What follows belongs to an exercise in optimizing a design on an open flow for small area, a short achievable clock period and few clock cycles per item; a production flow would make more cautious choices.
The clock port is modelled as an ideal driver, which makes a skipped or thinned clock tree look cheaper than it is; a real chip needs a root buffer or a tree.
No activity file was given, so power comes from the tool's default toggle rates.

==> module automaton, before the edit <==
module automaton(
    input               clk,
    input               rst,
    input [31:0]        rule,
    output reg [5:0]    row,
    output reg [5:0]    col,
    output reg          world_we,
    input               world_in,
    output reg          world_out,
    output reg          update_done);
localparam P = 9;                
localparam L = 2 * P + 1;        
reg [L-1:0]  sr;                 
reg [63:0]   tb;                 
reg [2:0] cb;
reg [5:0] cc;
reg [2:0] ci;
reg       cs;
reg col0, col62, col63, band0, band7;
reg smask;       
reg emask;       
reg rst_q;       
reg rd;          
reg nw;          
reg pend;        
reg wsel2;       
reg active;      
reg ud1;
wire n_band0  = col63 ? band7 : band0;
wire n_nbit   = cs ? (tb[1] & ~n_band0) : sr[P];
wire n_wbit   = (cs ? col63 : col0) ? 1'b0 : sr[2*P-1];
wire n_emask  = cs ? col62 : col63;
wire c_top    = ~cs & (ci == 3'd0);
wire c_nbit   = c_top ? (tb[0] & ~band0) : sr[P+1];
wire c_wbit   = col0 ? 1'b0 : sr[2*P];
wire x_nbit   = rd ? n_nbit : c_nbit;
wire x_wbit   = rd ? n_wbit : c_wbit;
reg [7:0] rlk;       
wire e_bit    = sr[0] & ~emask;
wire s_bit    = sr[P-1] & ~smask;
wire new_bit  = rlk[{sr[P], e_bit, s_bit}];
wire flag     = active & ~cs & (new_bit ^ sr[P]);
wire pend_n = rd ? flag : (wsel2 & pend);
wire nw_n   = pend_n & (~nw | rd);
wire c_last = band7 & col63 & cs;
wire [5:0] cc_p1  = {cc[5] ^ (&cc[4:0]), cc[4] ^ (&cc[3:0]), cc[3] ^ (&cc[2:0]),
                     cc[2] ^ (&cc[1:0]), cc[1] ^ cc[0], ~cc[0]};
wire [5:0] cc_p2  = {cc[5] ^ (&cc[4:1]), cc[4] ^ (&cc[3:1]), cc[3] ^ (&cc[2:1]),
                     cc[2] ^ cc[1], ~cc[1], cc[0]};
wire [2:0] cb_p1  = {cb[2] ^ (&cb[1:0]), cb[1] ^ cb[0], ~cb[0]};
wire [2:0] cb_p2  = {cb[2] ^ cb[1], ~cb[1], cb[0]};
wire [2:0] ci_p1  = {ci[2] ^ (&ci[1:0]), ci[1] ^ ci[0], ~ci[0]};
wire [2:0] ci_p2  = {ci[2] ^ ci[1], ~ci[1], ci[0]};
wire       rw     = cs | ((ci == 3'd7) & rd);
wire       r_srow = ~cs & (rd ? (ci == 3'd6) : (ci == 3'd7));
wire [2:0] r_idx  = rw ? {2'b00, cs & rd} : (rd ? ci_p2 : ci_p1);
wire [5:0] r_col  = rw ? cc_p2 : cc_p1;
wire       r_cy   = rw ? (col62 | col63) : col63;
wire [2:0] r_band = r_cy ? cb_p1 : cb;
wire [2:0] r_bnd1 = r_cy ? cb_p2 : cb_p1;
wire [5:0] r_row  = r_srow ? {r_bnd1, 3'd0} : {r_band, r_idx};
always @(posedge clk) begin
    rst_q <= rst;
    if (rd) begin
        sr <= {sr[L-2:0], world_in};
        if (cs)
            tb <= {sr[P+1], tb[63:1]};
        emask <= n_emask;
    end
    rlk <= rule[{x_nbit, x_wbit, 3'b000} +: 8];
    world_out <= ~sr[P+1];
    if (nw) begin
        row <= {cb, ci - 3'd1};
        col <= cc;
    end else begin
        row <= r_row;
        col <= r_col;
    end
    if (rst_q) begin
        cb <= 3'd7; cc <= 6'd62; ci <= 3'd7; cs <= 1'b0;
        col0 <= 1'b0; col62 <= 1'b1; col63 <= 1'b0;
        band0 <= 1'b0; band7 <= 1'b1;
        smask <= 1'b0;
        world_we <= 1'b0;
        rd <= 1'b1;
        nw <= 1'b0;
        pend <= 1'b0;
        wsel2 <= 1'b0;
        active <= 1'b0;
        ud1 <= 1'b0;
        update_done <= 1'b0;
    end else begin
        if (rd) begin
            if (cs) begin
                cs <= 1'b0;
                smask <= 1'b0;
                cc <= cc_p1;
                col0 <= col63;
                col63 <= col62;
                col62 <= (cc == 6'd61);
                if (col63) begin
                    cb <= cb_p1;
                    band0 <= band7;
                    band7 <= (cb == 3'd6);
                end
            end else begin
                ci <= ci_p1;
                smask <= (ci == 3'd6) & band7;
                if (ci == 3'd7) cs <= 1'b1;
            end
            wsel2 <= 1'b1;
            if (c_last) active <= 1'b1;
        end else begin
            wsel2 <= 1'b0;
        end
        pend <= pend_n;
        nw <= nw_n;
        ud1 <= rd & c_last & active;
        update_done <= ud1;
        world_we <= nw;
        rd <= ~nw;
    end
end
endmodule
Settings: LEC_CHECK=0, ABC_CLOCK_PERIOD_IN_PS=1700, CAP_MARGIN=20, CORE_MARGIN=2, CORE_UTILIZATION=65, CTS_BUF_LIST=sky130_fd_sc_hd__clkbuf_4 sky130_fd_sc_hd__clkbuf_8, CTS_CLUSTER_DIAMETER=100, CTS_CLUSTER_SIZE=30, SETUP_SLACK_MARGIN=3.35, SLEW_MARGIN=20; clock period 5.0 ns.
standard.sh (not shown) runs the stock make flow with config.mk's settings and CLKGATE_MAP_FILE= SYNTH_SCRIPT=/design/flow/synth_recipe.tcl, a recipe that flattens the netlist after the stock synthesis.
==> flow/flow/run.sh <==
#!/bin/bash
# The standard layout (standard.sh) with these changes:
#  - ports are buffered with buf_2 instead of the slow delay buffer that
#    buffer_ports picks by default;
#  - the resizer may swap cells of different footprints;
#  - flow/cts_flat.tcl replaces ORFS's cts step with a two-level clock tree
#    built by hand: the clock port drives one buffer, which drives eight leaf
#    buffers that drive the registers.
# Each step's output goes to its own log here.
set -euo pipefail
here=$(pwd)
export BUFFER_PORTS_ARGS="-buffer_cell sky130_fd_sc_hd__buf_2"
export FLAT_CLK_N1=4 FLAT_CLK_BUF1=sky130_fd_sc_hd__clkbuf_16
export FLAT_CLK_N2=0 FLAT_CLK_BUF2=sky130_fd_sc_hd__clkbuf_8
sed 's/CLKGATE_MAP_FILE= /CLKGATE_MAP_FILE= MATCH_CELL_FOOTPRINT=0 /' standard.sh > standard_own.sh
grep -q MATCH_CELL_FOOTPRINT=0 standard_own.sh
bash standard_own.sh place > place.log 2>&1
bash standard_own.sh run RUN_SCRIPT="$here/flow/cts_flat.tcl" RUN_LOG_NAME_STEM=4_1_cts > cts.log 2>&1
bash standard_own.sh finish > finish.log 2>&1
Other scripts of this flow, unchanged in this note and not shown: flow/flow/cts_flat.tcl
==> next run, changes <==
--- a/flow/design.v
+++ b/flow/design.v
@@ -31,11 +31,6 @@
 wire n_nbit   = cs ? (tb[1] & ~n_band0) : sr[P];
 wire n_wbit   = (cs ? col63 : col0) ? 1'b0 : sr[2*P-1];
 wire n_emask  = cs ? col62 : col63;
-wire c_top    = ~cs & (ci == 3'd0);
-wire c_nbit   = c_top ? (tb[0] & ~band0) : sr[P+1];
-wire c_wbit   = col0 ? 1'b0 : sr[2*P];
-wire x_nbit   = rd ? n_nbit : c_nbit;
-wire x_wbit   = rd ? n_wbit : c_wbit;
 reg [7:0] rlk;       
 wire e_bit    = sr[0] & ~emask;
 wire s_bit    = sr[P-1] & ~smask;
@@ -44,31 +39,21 @@
 wire pend_n = rd ? flag : (wsel2 & pend);
 wire nw_n   = pend_n & (~nw | rd);
 wire c_last = band7 & col63 & cs;
-wire [5:0] cc_p1  = {cc[5] ^ (&cc[4:0]), cc[4] ^ (&cc[3:0]), cc[3] ^ (&cc[2:0]),
-                     cc[2] ^ (&cc[1:0]), cc[1] ^ cc[0], ~cc[0]};
-wire [5:0] cc_p2  = {cc[5] ^ (&cc[4:1]), cc[4] ^ (&cc[3:1]), cc[3] ^ (&cc[2:1]),
-                     cc[2] ^ cc[1], ~cc[1], cc[0]};
-wire [2:0] cb_p1  = {cb[2] ^ (&cb[1:0]), cb[1] ^ cb[0], ~cb[0]};
-wire [2:0] cb_p2  = {cb[2] ^ cb[1], ~cb[1], cb[0]};
-wire [2:0] ci_p1  = {ci[2] ^ (&ci[1:0]), ci[1] ^ ci[0], ~ci[0]};
-wire [2:0] ci_p2  = {ci[2] ^ ci[1], ~ci[1], ci[0]};
 wire       rw     = cs | ((ci == 3'd7) & rd);
 wire       r_srow = ~cs & (rd ? (ci == 3'd6) : (ci == 3'd7));
-wire [2:0] r_idx  = rw ? {2'b00, cs & rd} : (rd ? ci_p2 : ci_p1);
-wire [5:0] r_col  = rw ? cc_p2 : cc_p1;
-wire       r_cy   = rw ? (col62 | col63) : col63;
-wire [2:0] r_band = r_cy ? cb_p1 : cb;
-wire [2:0] r_bnd1 = r_cy ? cb_p2 : cb_p1;
-wire [5:0] r_row  = r_srow ? {r_bnd1, 3'd0} : {r_band, r_idx};
+wire [2:0] r_idx  = rw ? {2'b00, cs & rd} : ci + 3'd1 + rd;
+wire [5:0] r_col  = cc + {rw, ~rw};
+wire [2:0] r_band = cb + (rw ? (col62 | col63) : col63);
+wire [5:0] r_row  = r_srow ? {r_band + 3'd1, 3'd0} : {r_band, r_idx};
 always @(posedge clk) begin
     rst_q <= rst;
     if (rd) begin
         sr <= {sr[L-2:0], world_in};
         if (cs)
             tb <= {sr[P+1], tb[63:1]};
+        rlk <= rule[{n_nbit, n_wbit, 3'b000} +: 8];
         emask <= n_emask;
     end
-    rlk <= rule[{x_nbit, x_wbit, 3'b000} +: 8];
     world_out <= ~sr[P+1];
     if (nw) begin
         row <= {cb, ci - 3'd1};
@@ -95,17 +80,17 @@
             if (cs) begin
                 cs <= 1'b0;
                 smask <= 1'b0;
-                cc <= cc_p1;
+                cc <= cc + 1'b1;
                 col0 <= col63;
                 col63 <= col62;
                 col62 <= (cc == 6'd61);
                 if (col63) begin
-                    cb <= cb_p1;
+                    cb <= cb + 1'b1;
                     band0 <= band7;
                     band7 <= (cb == 3'd6);
                 end
             end else begin
-                ci <= ci_p1;
+                ci <= ci + 1'b1;
                 smask <= (ci == 3'd6) & band7;
                 if (ci == 3'd7) cs <= 1'b1;
             end
Clock power drops by 5.2%.
Register-to-register slack got worse by 0.33 ns.
Cell area drops by 5.5%.
Fmax drops by 15%.
Setup slack got worse by 0.33 ns.
Final cell count drops by 9.7%.
Power drops by 8.7%.
Wire length drops by 19%.
Function was not checked in any run of this note: the RTL went through the layout flow alone. In every run of this note, the design's own scripts or RTL, not TritonCTS, make the clock network.

==> separate check: timing with driven ports <==
How much do the figures lean on ideal ports? The routed layouts below were timed once more, with nothing changed but the port constraints.
Step 1 assumes that a clkbuf_16 drives the clock port and a buf_2 every other input.
Step 2 adds t to the input delays and takes it off the output delays; t is the mean of the earliest and latest rising clock arrival at the registers after step 1. Input paths then give back, and output paths get back, about the clock's delay inside the block.
Three values: ideal ports, drivers, drivers and shift; two values: the first two.
run | shift t [ns] | setup WS [ns] | worst setup path at the end | slew at the worst register clock pin (ns)
the first run | 0.247 | 3.171 / 3.171 / 3.171 | register to register | 0.12 / 0.12
the second run | 0.244 | 2.843 / 2.843 / 2.843 | register to register | 0.11 / 0.11
After both steps every run listed still meets setup and hold.
